Source: an optimization exercise on an open RTL-to-GDS flow (aim: small area). Production flows keep margins and buffers that such runs may drop.
The RTL was checked by simulation tests, not by an equivalence proof against the original design.
Power and IR drop assume default switching activity.

==> v23 <==
==> flow/design.v <==
module top (
    input        clk,
    input        rst_raw,
    input        confirm_raw,
    input  [3:0] col,
    output [3:0] row,
    output [6:0] seg2,
    output [1:0] anode2,
    output [6:0] seg4,
    output [3:0] anode4,
    output       ain,
    output       gain,
    output       shutdown_n
);
    reg [9:0] rcnt;
    reg       rprev;
    reg       db_reset;
    always @(posedge clk) begin
        rprev <= rst_raw;
        if (rst_raw != rprev)
            rcnt <= 0;
        else if (&rcnt)
            db_reset <= rst_raw;
        else
            rcnt <= rcnt + 1;
    end
    reg [9:0] ccnt;
    reg       cprev;
    reg       db_confirm;
    always @(posedge clk or posedge rst_raw) begin
        if (rst_raw) begin
            ccnt <= 0; cprev <= 0; db_confirm <= 0;
        end else begin
            cprev <= confirm_raw;
            if (confirm_raw != cprev)
                ccnt <= 0;
            else if (&ccnt)
                db_confirm <= confirm_raw;
            else
                ccnt <= ccnt + 1;
        end
    end
    reg [15:0] cnt;
    always @(posedge clk or posedge db_reset) begin
        if (db_reset) cnt <= 0;
        else          cnt <= cnt + 1;
    end
    reg [1:0] scan_row;
    reg [9:0] dcnt;
    reg       scanning;
    wire dfull   = &dcnt;
    wire colany  = (col != 4'b1111);
    wire key_hit = scanning & colany & dfull;
    wire valid   = ~scanning & dfull;
    always @(posedge clk or posedge db_reset) begin
        if (db_reset) begin
            scan_row <= 0; dcnt <= 0; scanning <= 1;
        end else if (scanning) begin
            if (colany) begin
                if (dfull) scanning <= 0;
                else       dcnt <= dcnt + 1;
            end else begin
                dcnt <= 0;
                scan_row <= scan_row + 1;
            end
        end else begin
            dcnt <= 0;
            if (!colany) scanning <= 1;
        end
    end
    assign row = ~(4'b0001 << scan_row);
    reg [3:0] key;
    always @(posedge clk) begin
        if (key_hit) begin
            case ({scan_row, col})
                {2'd0,4'b1110}: key <= 4'h1;
                {2'd0,4'b1101}: key <= 4'h2;
                {2'd0,4'b1011}: key <= 4'h3;
                {2'd0,4'b0111}: key <= 4'hA;
                {2'd1,4'b1110}: key <= 4'h4;
                {2'd1,4'b1101}: key <= 4'h5;
                {2'd1,4'b1011}: key <= 4'h6;
                {2'd1,4'b0111}: key <= 4'hB;
                {2'd2,4'b1110}: key <= 4'h7;
                {2'd2,4'b1101}: key <= 4'h8;
                {2'd2,4'b1011}: key <= 4'h9;
                {2'd2,4'b0111}: key <= 4'hC;
                {2'd3,4'b1110}: key <= 4'hE;
                {2'd3,4'b1101}: key <= 4'h0;
                {2'd3,4'b1011}: key <= 4'hF;
                {2'd3,4'b0111}: key <= 4'hD;
                default:        key <= 4'h0;
            endcase
        end
    end
    reg db_valid;
    always @(posedge clk or posedge rst_raw) begin
        if (rst_raw) db_valid <= 0;
        else         db_valid <= valid;
    end
    reg [1:0] st;
    reg       pend;
    reg [3:0] dl, dr;
    wire post = (st == 2'd3);
    always @(posedge clk or posedge db_reset) begin
        if (db_reset) begin
            st <= 0; pend <= 0; dl <= 4'hF; dr <= 4'hF;
        end else begin
            pend <= db_valid & ~post;
            if (pend) begin
                dl <= dr; dr <= key;
            end
            if (!post) begin
                if (db_valid) begin
                    if (st != 2'd2) st <= st + 1;
                end else if (st == 2'd2 && db_confirm)
                    st <= 2'd3;
            end
        end
    end
    wire [7:0] code = {dl, dr};
    reg        vcode;
    always @(*) begin
        case (code)
            8'h1A, 8'h2A, 8'h3A, 8'h4B, 8'h5B, 8'h6B, 8'h7C, 8'h8C, 8'h9C: vcode = 1'b1;
            default: vcode = 1'b0;
        endcase
    end
    reg [4:0]  H;
    reg [12:0] L;
    wire term = (&L) | (vcode & (L == 13'd6249));
    always @(posedge clk) begin
        if (!post) begin
            H <= 5'd31; L <= 13'd8190;
        end else begin
            L <= term ? 13'd0 : L + 1;
            if (term & ~(H[4] & ~H[0])) H <= H + 1;
        end
    end
    wire [3:0] dsel = cnt[15] ? dr : dl;
    reg  [6:0] s2;
    always @(*) begin
        case (dsel)
            4'h0: s2 = 7'b0111111;
            4'h1: s2 = 7'b0000110;
            4'h2: s2 = 7'b1011011;
            4'h3: s2 = 7'b1001111;
            4'h4: s2 = 7'b1100110;
            4'h5: s2 = 7'b1101101;
            4'h6: s2 = 7'b1111101;
            4'h7: s2 = 7'b0000111;
            4'h8: s2 = 7'b1111111;
            4'h9: s2 = 7'b1101111;
            4'hA: s2 = 7'b1110111;
            4'hB: s2 = 7'b1111100;
            4'hC: s2 = 7'b0111001;
            4'hD: s2 = 7'b1011110;
            4'hE: s2 = 7'b1111001;
            default: s2 = 7'b1110001;
        endcase
    end
    assign seg2   = s2;
    assign anode2 = cnt[15] ? 2'b10 : 2'b01;
    localparam [6:0] LA = 7'b1110111, LB = 7'b1111100, LC = 7'b0111001,
                     LD = 7'b1011110, LE = 7'b1111001, LF = 7'b1110001,
                     LH = 7'b1110110, LI = 7'b0000110, LK = 7'b1110101,
                     LN = 7'b1010100, LO = 7'b0111111, LP = 7'b1110011,
                     LR = 7'b1010000, LS = 7'b1101101, LT = 7'b0000111,
                     LU = 7'b0111110, SP = 7'b0000000;
    wire [1:0] pos   = cnt[15:14];
    wire [1:0] shift = {H[3] & H[2], H[3] & H[1]};
    wire [2:0] idx   = {1'b0, pos} + {1'b0, shift};
    wire       dact  = post & vcode & ~H[4];
    reg  [27:0] name;
    always @(*) begin
        case (code)
            8'h1A: name = {LC, LH, LI, LP};
            8'h2A: name = {LB, LA, LR, SP};
            8'h3A: name = {LC, LH, LO, LC};
            8'h4B: name = {LN, LU, LT, LS};
            8'h5B: name = {LC, LA, LK, LE};
            8'h6B: name = {LO, LR, LE, LO};
            8'h7C: name = {LC, LA, LF, LE};
            8'h8C: name = {LA, LC, LA, LI};
            8'h9C: name = {LR, LA, LN, LD};
            default: name = {SP, SP, SP, SP};
        endcase
    end
    reg [6:0] s4;
    always @(*) begin
        case (idx)
            3'd0: s4 = name[27:21];
            3'd1: s4 = name[20:14];
            3'd2: s4 = name[13:7];
            3'd3: s4 = name[6:0];
            default: s4 = SP;
        endcase
    end
    assign seg4   = dact ? s4 : SP;
    assign anode4 = ~(4'b0001 << pos);
    localparam [23:0] STEP_C6 = 24'd352_187,
                      STEP_G5 = 24'd263_314,
                      STEP_A3 = 24'd73_819;
    wire [3:0] cbase = {H[1:0], L[12:11]};
    wire       bdec  = (L[10:0] == 11'd0) & (cbase != 4'd0);
    wire [3:0] chirp = cbase - {3'd0, bdec};
    reg  [23:0] istep;
    always @(*) begin
        case (chirp)
            4'd0:  istep = 24'd110728;
            4'd1:  istep = 24'd109928;
            4'd2:  istep = 24'd109128;
            4'd3:  istep = 24'd108328;
            4'd4:  istep = 24'd107528;
            4'd5:  istep = 24'd106728;
            4'd6:  istep = 24'd105928;
            4'd7:  istep = 24'd105128;
            4'd8:  istep = 24'd104328;
            4'd9:  istep = 24'd103528;
            4'd10: istep = 24'd102728;
            4'd11: istep = 24'd101928;
            default: istep = 24'd101128;
        endcase
    end
    wire [23:0] vstep = H[2] ? STEP_A3 : (H[1] ? STEP_G5 : STEP_C6);
    wire [23:0] step  = vcode ? vstep : istep;
    reg [23:0] acc;
    wire clr = term & ((H == 5'd31) |
                       (vcode & ((H == 5'd1) | (H == 5'd3) | (H == 5'd4) |
                                 (H == 5'd5) | (H == 5'd6))));
    always @(posedge clk)
        acc <= clr ? 24'd0 : acc + step;
    reg tone;
    wire tone_next = post & (((H == 5'd31) & L[0]) |
                             (vcode ? ((H <= 5'd4) | (H == 5'd6))
                                    : ((H <= 5'd2) | ((H == 5'd3) & (L < 13'd423)))));
    reg ain_r;
    always @(posedge clk or posedge db_reset) begin
        if (db_reset) begin
            tone <= 0; ain_r <= 0;
        end else begin
            tone  <= tone_next;
            ain_r <= tone ? (acc[23] ? ~(cnt[7] & cnt[6]) : ~(cnt[7] | cnt[6]))
                          : ~cnt[7];
        end
    end
    assign ain        = ain_r;
    assign gain       = 1'b0;
    assign shutdown_n = ~db_reset;
endmodule
==> flow/run.sh <==
#!/bin/bash
# synth_recipe.tcl (not shown) runs the flow's synth.tcl, then flattens the netlist and writes it again
# the make line also repeats each setting of config.mk as NAME=value (left out here)
make -C /OpenROAD-flow-scripts/flow DESIGN_CONFIG=/design/flow/config.mk WORK_HOME=/design/flow/orfs CLKGATE_MAP_FILE= SYNTH_SCRIPT=/design/flow/synth_recipe.tcl finish
==> flow/config.mk <==
export PLATFORM = sky130hd
export DESIGN_NAME = top
export DESIGN_NICKNAME = top
export VERILOG_FILES = /design/flow/design.v
export SDC_FILE = /design/flow/constraint.sdc
export NUM_CORES = 4
export LEC_CHECK = 0
export CAP_MARGIN = 20
export CORE_MARGIN = 2
export CORE_UTILIZATION = 40
export CTS_BUF_LIST = sky130_fd_sc_hd__clkbuf_4 sky130_fd_sc_hd__clkbuf_8
export CTS_CLUSTER_DIAMETER = 100
export CTS_CLUSTER_SIZE = 30
export SLEW_MARGIN = 20
==> flow/constraint.sdc <==
create_clock -name core_clock -period 10.0 [get_ports {clk}]
set_input_delay 2.0000 -clock core_clock [delete_from_list [all_inputs] [get_ports {clk}]]
set_output_delay 2.0000 -clock core_clock [all_outputs]
set_load 0.01 [all_outputs]
==> inputs of v22, as changes to v23 <==
- CTS_BUF_LIST: sky130_fd_sc_hd__clkbuf_4 sky130_fd_sc_hd__clkbuf_8 -> unset
- CTS_CLUSTER_DIAMETER: 100 -> unset
- CTS_CLUSTER_SIZE: 30 -> unset
==> inputs of v5, as changes to v23 <==
- CTS_BUF_LIST: sky130_fd_sc_hd__clkbuf_4 sky130_fd_sc_hd__clkbuf_8 -> sky130_fd_sc_hd__clkbuf_2 sky130_fd_sc_hd__clkbuf_4
- CTS_CLUSTER_DIAMETER: 100 -> 60
- CTS_CLUSTER_SIZE: 30 -> 20
==> comparison <==
- In global-route usage, v23 and v5 hardly differ.
- Between v5 and v22, the lower setup slack is in v5 (gap 0.15 ns).
- In synthesized cell count, v22 and v5 do not differ.
- In combinational power, v23 and v5 hardly differ.
- In cell count, v5 and v23 hardly differ.
- Of v23 and v22, v22 has the higher first-iteration DRC count (gap about 1.5%, measured against v22).
- Between v23 and v22, the lower utilization is in v23 (gap 1.0 points).
- Flip-flop and latch count is the same in v5 and v23.
- In die area, v22 and v5 do not differ.
- In critical path depth, v23 and v22 do not differ.

-- static timing again, ports no longer ideal --
In the flow no input, the clock included, has a driving cell. The finished layouts below were timed again as built, in two steps. Step 1 sets driving cells, clkbuf_16 on the clock port and buf_2 on the other inputs (assumed; they add their load-dependent delay and slew). Step 2 adds t to the input delays and takes it off the output delays; t is the mean of the earliest and latest rising clock arrival at the registers after step 1. Input paths then give back, and output paths get back, about the clock's delay inside the block. Slacks: ideal / step 1 / step 2; pairs: ideal / step 1.
run	t (ns)	slack for setup (ns)	worst hold slack (ns)	worst setup path after step 2
v23	0.464	4.637 / 4.601 / 5.065	0.417 / 0.417 / 0.417	register to output
v22	0.460	4.665 / 4.621 / 5.081	0.416 / 0.416 / 0.416	register to output
v5	0.569	4.518 / 4.483 / 5.052	0.410 / 0.410 / 0.410	register to output
After both steps every run listed still meets setup and hold.
